Source: an optimization exercise on an open RTL-to-GDS flow (aim: small area). Production flows keep margins and buffers that such runs may drop.
The RTL was checked by simulation tests, not by an equivalence proof against the original design.
No activity file was given, so power comes from the tool's default toggle rates.

==> run a <==
// Tempreture
module Tempreture(clk,rst,ds_in,ds_out,ds_oe,led,cs,key1,key2,key3,key_p,key_i,key_d,static_p1,static_p2,work_status,show_flag_wire,heater_status,fan_status,heater_control,loopfin);
export LEC_CHECK = 0
export ABC_AREA = 0
export CAP_MARGIN = 20
export CORE_MARGIN = 2
export CORE_UTILIZATION = 75
export PLACE_DENSITY = 0.85
export SLEW_MARGIN = 20
create_clock -name core_clock -period 25.0 [get_ports {clk}]
standard.sh (not shown) runs the stock make flow with config.mk's settings and CLKGATE_MAP_FILE= SYNTH_SCRIPT=/design/flow/synth_recipe.tcl, a recipe that flattens the netlist after the stock synthesis.
==> flow/flow/run.sh <==
#!/bin/bash
# The standard layout (bash standard.sh: ORFS from the standard synthesis to
# finish) with two changes made through ORFS's own variables:
# - port buffers are the smallest buffer (buf_1) instead of the one ORFS picks;
# - clock tree synthesis inserts no dummy loads.
set -euo pipefail
export BUFFER_PORTS_ARGS="-buffer_cell sky130_fd_sc_hd__buf_1"
export CTS_ARGS="-sink_clustering_enable -repair_clock_nets -dont_use_dummy_load -sink_clustering_size 8 -sink_clustering_max_diameter 50 -buf_list sky130_fd_sc_hd__clkbuf_4"
bash standard.sh > standard_flow.log 2>&1
==> inputs of run b, as changes to run a <==
--- a/flow/design.v
+++ b/flow/design.v
@@ -77,260 +77,308 @@
 reg sample;
 function has;		 
 input [11:0] c;
 input [11:0] k;
 has = ((c & k) == k);
 endfunction
-reg [3:0] A;
-reg [2:0] B;
-reg fp;
-reg [3:0] i;
-wire Flag_Rst = (A==4'd10);
-wire Flag_Write = (A==4'd5);
-wire Flag_wBit = (B==3'd7);
-wire Flag_Read = (A==4'd3);
-wire Flag_rBit = (B==3'd6);
-reg [3:0] A_nx;
-reg [2:0] B_nx;
+reg Flag_Rst;
+reg [3:0] Rststate;
 task Rst_DS18B20;
 	begin
-	 case(A)
-	 4'd1 :
+	 case(Rststate)
+	 state_0 :
+			 begin
+			  Flag_Rst <= 0;
+			  ds_out <= 1; ds_oe <= 1'b1;
+			  cnt_clr = 1;
+			  Rststate <= state_1;
+			 end
+	 state_1 :
 			 begin
 			  ds_out <= 0; ds_oe <= 1'b1;
 			  if(has(cnt,12'd601))
 				  begin
 					cnt_clr = 1;
-					A_nx = 4'd2;
+					Rststate <= state_2;
 					ds_out <= 1; ds_oe <= 1'b1;
 				  end
 			  else
 					cnt_inc = 1;
 			 end
-	 4'd2 :
-			  if(has(cnt,12'd61))
-				  begin
-					cnt_clr = 1;
-					A_nx = 4'd3;
-				  end
-			  else
-					cnt_inc = 1;
-	 4'd3 :
+	 state_2 :
+			 begin
+				  if(has(cnt,12'd61))
+					  begin
+						cnt_clr = 1;
+						Rststate <= state_3;
+					  end
+				  else
+						cnt_inc = 1;
+			 end
+	 state_3 :
 			 begin
 			  ds_oe <= 1'b0;
-			  A_nx = 4'd4;
+			  Rststate <= state_4;
 			 end
-	 4'd4 :
-			  if(has(cnt,12'd7))
-				  begin
-					cnt_clr = 1;
-					A_nx = 4'd5;
-				  end
-			  else
-					cnt_inc = 1;
-	 4'd5 :
+	 state_4 :
 			 begin
-			  cnt_clr = 1;
-			  A_nx = ds_in ? 4'd9 : 4'd6;
+				  if(has(cnt,12'd7))
+					  begin
+						cnt_clr = 1;
+						Rststate <= state_5;
+					  end
+				  else
+						cnt_inc = 1;
 			 end
-	 4'd6 :
+	 state_5 :
+			 begin
+				  cnt_clr = 1;
+				  if(ds_in == 1'b0)
+						Rststate <= state_6;
+				  else
+						Rststate <= state_9;
+			 end
+	 state_6 :
+		begin
 			if(has(cnt,12'd240))
 				  begin
 					cnt_clr = 1;
-					A_nx = 4'd7;
+					Rststate <= state_7;
 				  end
 			  else
 					cnt_inc = 1;
-	 4'd7 :
-			  A_nx = ds_in ? 4'd8 : 4'd0;
-	 4'd8 :
+		end
+	 state_7 :
 			 begin
+			  if(ds_in == 1'b1)
+					Rststate <= state_8;
+			  else
+					Rststate <= state_0;
+			 end
+	 state_8 :
+			 begin
+			  Flag_Rst <= 1;
 			  cnt_clr = 1;
 			  ds_out <= 1'b1; ds_oe <= 1'b1;
-			  A_nx = 4'd10;
+			  Rststate <= state_0;
 			 end
-	 4'd9 :
-			if(has(cnt,12'd301))
-				begin
-				 cnt_clr = 1;
-				 A_nx = 4'd0;
-				end
-			else
-				 cnt_inc = 1;
 	 default :	 
 			 begin
-			  ds_out <= 1; ds_oe <= 1'b1;
-			  cnt_clr = 1;
-			  A_nx = 4'd1;
-			 end
+				if(has(cnt,12'd301))
+					begin
+					 cnt_clr = 1;
+					 Rststate <= state_0;
+					end
+				else
+					 cnt_inc = 1;
+			end
 	 endcase
 	end
 endtask
+reg[3:0] i;
+reg Flag_Write;
+reg[2:0] WrState;
 task Write_DS18B20;
 	input [7:0] dcmd;
 	begin
-		 case(A)
-			 4'd1 :
+		 case(WrState)
+			 state_0 :
+				 begin
+					Flag_Write <= 0;
+					WrState <= state_1;
+					ds_out <= 1'b1; ds_oe <= 1'b1;
+					i_clr = 1;
+				 end
+			 state_1 :
+				 begin
 					if(!i[3])
 						begin
 							wBit_DS18B20(dcmd[i[2:0]]);
 							if(Flag_wBit)
 								i_inc = 1;
 						end
 					else
 						begin
-						A_nx = 4'd2;
+						WrState <= state_2;
 						i_clr = 1;
 						end
-			 4'd2 :
+				 end
+			 state_2 :
 				begin
 				ds_out <= 1'b1; ds_oe <= 1'b1;
-				A_nx = 4'd3;
+				WrState <= state_3;
 				end
-			 4'd3 :
-				A_nx = 4'd4;
-			 4'd4:
-				A_nx = 4'd5;
-			 default :	 
+			 state_3 :
+				begin
+				WrState <= state_4;
+				end
+			default:	 
 				 begin
-					A_nx = 4'd1;
-					ds_out <= 1'b1; ds_oe <= 1'b1;
-					i_clr = 1;
+				  Flag_Write <= 1'b1;
+				  WrState <= state_0;
 				 end
 		 endcase
 	end
 endtask
+reg Flag_wBit;
+reg[2:0] WriteBitstate;
 task wBit_DS18B20;
 input wiBit;
 	begin
-		 case(B)
-		 3'd1 :
+		 case(WriteBitstate)
+		 state_0 :
+			 begin
+			  Flag_wBit <= 1'b0;
+			  ds_out <= 1'b0; ds_oe <= 1'b1;
+			  cnt_clr = 1;
+			  WriteBitstate <= state_1;
+			 end
+		 state_1 :
+			 begin
 			  if(has(cnt,12'd16))
 				begin
 				  cnt_clr = 1;
-				  B_nx = 3'd2;
+				  WriteBitstate <= state_2;
 				end
 			  else
 					cnt_inc = 1;
-		 3'd2 :
+			 end
+		 state_2 :
 			 begin
 				ds_out <= wiBit; ds_oe <= 1'b1;
-				B_nx = 3'd3;
+				WriteBitstate <= state_3;
 			 end
-		 3'd3 :
+		 state_3 :
+				begin
 				  if(has(cnt,12'd60))
 					  begin
 						cnt_clr = 1;
-						B_nx = 3'd4;
+						WriteBitstate <= state_4;
 					  end
 				  else
 						cnt_inc = 1;
-		 3'd4 :
+				end
+		 state_4 :
 			 begin
 			 ds_out <= 1; ds_oe <= 1'b1;
-			 B_nx = 3'd5;
+			 WriteBitstate <= state_5;
 			 end
-		 3'd5 :
+		 state_5 :
+			 begin
 			  if(has(cnt,12'd3))
 				  begin
 					cnt_clr = 1;
-					B_nx = 3'd6;
+					WriteBitstate <= state_6;
 				  end
 			  else
 					cnt_inc = 1;
-		 3'd6 :
-			 begin
-			  cnt_clr = 1;
-			  B_nx = 3'd7;
 			 end
 		 default :	 
 			 begin
-			  ds_out <= 1'b0; ds_oe <= 1'b1;
+			  Flag_wBit <= 1;
 			  cnt_clr = 1;
-			  B_nx = 3'd1;
+			  WriteBitstate <= state_0;
 			 end
 		endcase
 	end
 endtask
+reg Flag_Read;
+reg [1:0] Readstate;
 task Read_DS18B20;
 	begin
-		 case(A)
-			 4'd1 :
+		 case(Readstate)
+			 state_0 :
+				 begin
+				  Flag_Read <= 0;
+				  Readstate <= state_1;
+				  i_clr = 1;
+				 end
+			 state_1 :
 				 begin
 					  rBit_DS18B20;
 					  if(Flag_rBit)
 						  begin
 								if(i[2:0] != 3'd7)
 									i_inc = 1;
 								else
 									begin
-									 A_nx = 4'd2;
+									 Readstate <= state_2;
 									 i_clr = 1;
 									end
 						  end
 				 end
-			 4'd2 :
-				  A_nx = 4'd3;
 			 default :	 
 				 begin
-				  A_nx = 4'd1;
-				  i_clr = 1;
+				  Flag_Read <= 1;
+				  Readstate <= state_0;
 				 end
 		 endcase
 	end
 endtask
+reg Flag_rBit;
+reg[2:0] ReadBitstate;
 task rBit_DS18B20;
 	begin
-		 case(B)
-				 3'd1 :
+		 case(ReadBitstate)
+				 state_0 :
+					 begin
+					  Flag_rBit <= 1'b0;
+					  ds_out <= 1'b0; ds_oe <= 1'b1;
+					  cnt_clr = 1;
+					  ReadBitstate <= state_1;
+					 end
+				 state_1 :
+					 begin
 						if(has(cnt,12'd2))
 							begin
 							ds_out <= 1'b1; ds_oe <= 1'b1;
 							cnt_clr = 1;
-							B_nx = 3'd2;
+							ReadBitstate <= state_2;
 							end
 						else
 							cnt_inc = 1;
-				3'd2 :
+					 end
+				state_2 :
+					 begin
 					 if(has(cnt,12'd4))
 							begin
 							ds_oe <= 1'b0;
 							cnt_clr = 1;
-							B_nx = 3'd3;
+							ReadBitstate <= state_3;
 							end
 						else
 							cnt_inc = 1;
-				3'd3 :
+					 end
+				state_3 :
+					 begin
 						  if(has(cnt,12'd2))
 							  begin
 								sample = 1;
 								data_inc = ds_in;
 								cnt_clr = 1;
-								B_nx = 3'd4;
+								ReadBitstate <= state_4;
 							  end
 						  else
 								cnt_inc = 1;
-				3'd4 :
+					 end
+				state_4 :
+					 begin
 					  if(has(cnt,12'd60))
 						  begin
 							cnt_clr = 1;
-							B_nx = 3'd5;
+							ReadBitstate <= state_5;
 						  end
 					  else
 							cnt_inc = 1;
-				3'd5 :
-					 begin
-					  ds_out <= 1'b1; ds_oe <= 1'b1;
-					  cnt_clr = 1;
-					  B_nx = 3'd6;
 					 end
 				default :	 
 					 begin
-					  ds_out <= 1'b0; ds_oe <= 1'b1;
+					  ds_out <= 1'b1; ds_oe <= 1'b1;
+					  Flag_rBit <= 1'b1;
 					  cnt_clr = 1;
-					  B_nx = 3'd1;
+					  ReadBitstate <= state_0;
 					 end
 		 endcase
 	end
 endtask
 reg [3:0] CmdSETstate;
 task CmdSETDS18B20;
@@ -338,17 +386,13 @@
 		 case(CmdSETstate)
 		 state_0 :
 			 begin
 			  Flag_CmdSET <= 0;
 			  Rst_DS18B20;
 			  if(Flag_Rst)
-				begin
 				CmdSETstate <= state_1;
-				if(fp)
-					A_nx = 4'd0;		 
-				end
 			 end
 		 state_1 :
 			 begin
 			  Write_DS18B20(8'hCC);
 			  if(Flag_Write) CmdSETstate <= state_2;
 			 end
@@ -378,22 +422,13 @@
 			  Write_DS18B20(8'hcc);
 			  if(Flag_Write) CmdSETstate <= state_7;
 			 end
 		 state_7 :
 			 begin
 				Write_DS18B20(8'hbe);
-			  if(Flag_Write)
-				begin
-				CmdSETstate <= state_8;
-				if(fp)
-					begin		 
-					A_nx = 4'd0;
-					B_nx = 3'd0;
-					fp <= 1'b0;
-					end
-				end
+			  if(Flag_Write) CmdSETstate <= state_8;
 			 end
 		 state_8 :
 			 begin
 			  Read_DS18B20;
 			  if(Flag_Read) CmdSETstate <= state_9;
 			 end
@@ -421,17 +456,24 @@
 integer k;
 always@(posedge clk or negedge rst)
 begin
 	if(!rst)
 	begin
 		data <= 12'd0;
-		A <= 4'd0;
-		B <= 3'd0;
-		fp <= 1'b1;
+		Flag_Rst <= 1'b0;
+		Rststate <= 4'd0;
 		cnt <= 12'd0;
 		i <= 4'd0;
+		Flag_Write <= 1'b0;
+		WrState <= 3'd0;
+		Flag_wBit <= 1'b0;
+		WriteBitstate <= 3'd0;
+		Flag_Read <= 1'b0;
+		Readstate <= 2'd0;
+		Flag_rBit <= 1'b0;
+		ReadBitstate <= 3'd0;
 		CmdSETstate <= 4'd0;
 		Flag_CmdSET <= 1'b0;
 		ds_out <= 1'b1;
 		ds_oe <= 1'b0;
 		b1 <= 1'b0;
 		b2 <= 1'b0;
@@ -440,18 +482,14 @@
 	else
 	begin
 		cnt_clr = 0; cnt_inc = 0;
 		i_clr = 0; i_inc = 0;
 		data_inc = 0; data_load = 0;
 		sample = 0;
-		A_nx = A;
-		B_nx = B;
 		if(ce)
 			CmdSETDS18B20;
-		A <= A_nx;
-		B <= B_nx;
 		c = cnt_inc;
 		for (k=0;k<12;k=k+1)
 			begin
 			cnt_nx[k] = cnt[k]^c;
 			c = c & cnt[k];
 			end
@@ -479,13 +517,13 @@
 			b2 <= 1'b0;
 			cy <= 1'b0;
 			end
 	end
 end
 always@(posedge clk)
-	if(ce && CmdSETstate[3] && !CmdSETstate[1] && A==4'd1 && B==3'd3 && has(cnt,12'd2))
+	if(ce && CmdSETstate[3] && !CmdSETstate[1] && Readstate==2'd1 && ReadBitstate==3'd3 && has(cnt,12'd2))
 		sr <= {s5_sum, sr[12:1]};
 endmodule
 module key_rc(clk,rst,ce,post,key1,key2,key3,rise1,rise2,rise3);
 input		clk;
 input		rst;
 input		ce;
@@ -582,19 +620,17 @@
 always @(posedge clk or negedge rst)
 	if(!rst)
 	flash_flag<=2'b0;
 	else if(rise1 && show_flag)
 	flash_flag <= {flash_flag[0], ~flash_flag[1] & ~flash_flag[0]};
 endmodule
-module led_show(clk,rst,ce,ph_cnt,div_q,div_nx,flash_flag,show_flag,cs,dw_h,dw_t,dw_u,data_show,data,sta_p1,sta_p2,pid_sel,pid_show);
+module led_show(clk,rst,ce,ph_cnt,flash_flag,show_flag,cs,dw_h,dw_t,dw_u,data_show,data,sta_p1,sta_p2,pid_sel,pid_show);
 input		clk;
 input		rst;
 input		ce;
 input		[3:0]ph_cnt;
-input		[10:0]div_q;		 
-output	[10:0]div_nx;		 
 input		show_flag;
 input		[1:0]flash_flag;
 input		[11:0]data_show;
 input		[3:0]dw_h;
 input		[3:0]dw_t;
 input		[3:0]dw_u;
@@ -670,15 +706,14 @@
 	4'd8: xb = x[3];
 	4'd9: xb = x[2];
 	4'd10: xb = x[1];
 	default: xb = x[0];
 	endcase
 wire first = (ph_cnt==4'd0);
-wire [3:0] r1 = div_q[3:0];
-wire [3:0] r2 = div_q[7:4];
-wire [2:0] q2 = div_q[10:8];
+reg [3:0] r1, r2;
+reg [2:0] q2;
 wire [3:0] r1_in = first ? 4'd0 : r1;
 wire [3:0] r2_in = first ? 4'd0 : r2;
 wire [2:0] q2_in = first ? 3'd0 : q2;
 function [4:0] dstep;		 
 input [3:0] r;
 input b;
@@ -697,13 +732,18 @@
 wire qb1 = st1[4];
 wire [3:0] r1_nx = st1[3:0];
 wire [4:0] st2 = dstep(r2_in, qb1);
 wire qb2 = st2[4];
 wire [3:0] r2_nx = st2[3:0];
 wire [3:0] q2_nx = {q2_in,qb2};
-assign div_nx = {q2_nx[2:0], r2_nx, r1_nx};
+always @(posedge clk)
+	begin
+	r1 <= r1_nx;
+	r2 <= r2_nx;
+	q2 <= q2_nx[2:0];
+	end
 wire [3:0] t_u = r1_nx;
 wire [3:0] t_h = q2_nx;
 wire [3:0] pid_tens = q2_nx[0] ? {1'b1, r2_nx[1], ~r2_nx[1], r2_nx[0]} : r2_nx;
 wire [3:0] hund = show_flag ? dw_h : t_h;
 wire hund_blank = (hund==4'd0 || hund==4'd10);
 wire hund_digit = !hund[3] || (!hund[2] && !hund[1]);
@@ -807,20 +847,18 @@
 			end
 		p1_code<=sta_p1_in;
 		p2_code<=sta_p2_in;
 		end
 	end
 endmodule
-module work_unity(clk,rst,ce,ph_cnt,ph_half,div_nx,div_q,data_changing,dw_h,dw_t,dw_u,ds_data,d_para,heater_open,fan_open,work_c,hl4);
+module work_unity(clk,rst,ce,ph_cnt,ph_half,data_changing,dw_h,dw_t,dw_u,ds_data,d_para,heater_open,fan_open,work_c,hl4);
 input clk;
 input rst;
 input ce;
 input [3:0]ph_cnt;
 input ph_half;
-input [10:0]div_nx;		 
-output [10:0]div_q;		 
 input data_changing;
 input [3:0]dw_h;
 input [3:0]dw_t;
 input [3:0]dw_u;
 input	[11:0]ds_data;
 input [6:0]d_para;
@@ -889,27 +927,26 @@
 	4'd10: mb = m[1];
 	default: mb = m[0];
 	endcase
 wire start = (ph_cnt==4'd0) && !ph_half;
 reg [13:0] acc;
 wire [13:0] addend = mb ? {nerr[12],nerr} : 14'd0;
-wire [13:0] acc_nx = add14(start ? 14'd0 : {acc[12:0],1'b0}, addend, 1'b0);
 always @(posedge clk)
-	acc <= {acc_nx[13:11], ph_half ? div_nx : acc_nx[10:0]};
-assign div_q = acc[10:0];
+	acc <= add14(start ? 14'd0 : {acc[12:0],1'b0}, addend, 1'b0);
 wire gt250 = (|acc[12:8]) || ((&acc[7:3]) && (acc[2] || (acc[1] && acc[0])));
 wire [7:0] hl_d = acc[13] ? 8'd0 : gt250 ? 8'd250 : acc[7:0];
 always @(posedge clk or negedge rst)
 begin
 	if(!rst)
 	begin
 		heater_open<=0;
 		fan_open<=0;
 		contCMD<=0;
 		work_c<=0;
 		nerr<=0;
+		hl4<=0;
 	end
 	else if(ce)
 	begin
 	if(!data_changing)
 		case(contCMD)
 		2'd0:
@@ -920,12 +957,18 @@
 			end
 		2'd1:
 			begin
 			work_c<=1;
 			if(eq) contCMD<=2'd2;
 			nerr<=nd;
+			if(nd_pos)
+				hl4<=0;
+			else if(!eq)
+				hl4<=8'd250;
+			else
+				hl4<=hl_d;
 			fan_open<=hot;
 			heater_open<=!hot;
 			end
 		2'd2:
 			if(!eq) contCMD<=2'd1;
 		default: ;
@@ -933,18 +976,16 @@
 	else
 		begin
 		heater_open<=0;
 		contCMD<=0;
 		work_c<=0;
 		nerr<=0;
+		hl4<=0;
 		end
 	end
 end
-always @(posedge clk)
-	if(ce && !data_changing && contCMD==2'd1)
-		hl4 <= nd_pos ? 8'd0 : !eq ? 8'd250 : hl_d;
 endmodule
 module heatercontrol(clk,rst,ce,heater_open,hl4,heater_con);
 input clk;
 input rst;
 input ce;
 input heater_open;
@@ -1090,13 +1131,12 @@
 wire tick_1ms;
 wire [11:0]temp_data;
 wire [3:0]dw_h, dw_t, dw_u;
 wire [1:0]flash_flag_wire;
 wire rise1, rise2, rise3;
 wire post_1ms;
-wire [10:0]div_q, div_nx;
 wire [7:0]hl4;
 wire [6:0]PID_SEL;
 wire [6:0]D_PARA;
 wire [1:0]pid_show_wire;
 wire loopfin_rise = loopfin && us_half && (us_cnt==4'd0);
 clk_1us U1(
@@ -1150,14 +1190,12 @@
 				);
 led_show	U6(
 			.clk(clk),
 			.rst(rst),
 			.ce(tick_1ms),
 			.ph_cnt(us_cnt),
-			.div_q(div_q),
-			.div_nx(div_nx),
 			.flash_flag(flash_flag_wire),
 			.show_flag(show_flag_wire),
 			.cs(cs),
 			.dw_h(dw_h),
 			.dw_t(dw_t),
 			.dw_u(dw_u),
@@ -1171,14 +1209,12 @@
 work_unity U7(
 			.clk(clk),
 			.rst(rst),
 			.ce(loopfin_rise),
 			.ph_cnt(us_cnt),
 			.ph_half(us_half),
-			.div_nx(div_nx),
-			.div_q(div_q),
 			.data_changing(show_flag_wire),
 			.dw_h(dw_h),
 			.dw_t(dw_t),
 			.dw_u(dw_u),
 			.ds_data(temp_data),
 			.d_para(D_PARA),
==> flow/flow/run.sh (replaced) <==
#!/bin/bash
# The standard layout (bash standard.sh: ORFS from the standard synthesis to
# finish) with two changes made through ORFS's own variables:
# - port buffers are the smallest buffer (buf_1) instead of the one ORFS picks;
# - clock tree synthesis inserts no dummy loads.
set -euo pipefail
export BUFFER_PORTS_ARGS="-buffer_cell sky130_fd_sc_hd__buf_1"
export CTS_ARGS="-sink_clustering_enable -repair_clock_nets -dont_use_dummy_load -sink_clustering_size 20 -sink_clustering_max_diameter 80 -buf_list sky130_fd_sc_hd__clkbuf_16"
bash standard.sh > standard_flow.log 2>&1
ABC_AREA = 1   (was 0)
CORE_UTILIZATION = 60   (was 75)
CTS_BUF_LIST = sky130_fd_sc_hd__clkbuf_16   (was default)
CTS_CLUSTER_DIAMETER = 80   (was default)
CTS_CLUSTER_SIZE = 20   (was default)
PLACE_DENSITY = 0.7   (was 0.85)
==> inputs of run c, as changes to run a <==
CORE_UTILIZATION = 60   (was 75)
PLACE_DENSITY = 0.7   (was 0.85)
==> run summary <==
Maximum vdd drop: run c 0.0000305 V; run a 0.0000425 V; run b 0.0000463 V
Mean routed wirelength per cell: run c 17.4 µm; run a 17.9 µm; run b 14.1 µm
Register bit count reported by yosys: run c 224; run a 224; run b 247
Power in combinational cells: run c 0.0206 mW; run a 0.0206 mW; run b 0.00913 mW
Well tap count: run c 324; run a 265; run b 324
CTS sink cnt: run c 224; run a 224; run b 247
Multi-input gate count: run c 1097; run a 1097; run b 1196
Met2 Wirelength: run c 15.0 mm; run a 15.3 mm; run b 14.8 mm
Number of levels the H-tree was split into: run c 2; run a 2; run b 1
Clock-net power: run c 0.187 mW; run a 0.185 mW; run b 0.244 mW
Fmax: run c 121 MHz; run a 118 MHz; run b 114 MHz
Routed via count: run c 11000; run a 11200; run b 11500
Vias in the first global route: run c 10900; run a 10900; run b 11300
Run status: run c complete, no violations; run a complete, no violations; run b complete, no violations
PnR Total Power: run c 0.578 mW; run a 0.575 mW; run b 0.655 mW
Area growth from synthesis to layout: run c 3.81%; run a 3.31%; run b 6.04%
Simple-gate share of the synthesized area: run c 17.5%; run a 17.5%; run b 21.6%
Area of the core: run c 0.0242 mm²; run a 0.0193 mm²; run b 0.0245 mm²
Global Route met2 Usage: run c 42.4%; run a 52.2%; run b 42.1%
Total global routing track utilization: run c 25.5%; run a 31.8%; run b 24.3%
Combined area of all synthesized cells: run c 0.0147 mm²; run a 0.0147 mm²; run b 0.0150 mm²
Count of placed standard cells including taps: run c 1798; run a 1741; run b 2155
Register area share after synthesis: run c 38.6%; run a 38.6%; run b 40.9%
Final cell utilization of the core: run c 63.1%; run a 78.5%; run b 65.1%

==> static timing again, ports no longer ideal <==
How much do the figures lean on ideal ports? The routed layouts below were timed once more, with nothing changed but the port constraints.
Step 1 sets driving cells, clkbuf_16 on the clock port and buf_2 on the other inputs (assumed; they add their load-dependent delay and slew).
Step 2, shift: input delay + t, output delay - t, t = (earliest + latest rising clock arrival at the registers) / 2. This alone moves slack from input paths to output paths.
Three values: ideal, step 1, step 2; two values: the first two.
| run | shift t [ns] | slack for setup (ns) | slew at the worst register clock pin (ns) |
|---|---|---|---|
| run a | 0.650 | 16.501 / 16.501 / 16.501 | 0.10 / 0.10 |
| run b | 0.536 | 16.205 / 16.205 / 16.205 | 0.08 / 0.08 |
| run c | 0.658 | 16.718 / 16.718 / 16.718 | 0.10 / 0.10 |
After both steps every run listed still meets setup and hold.
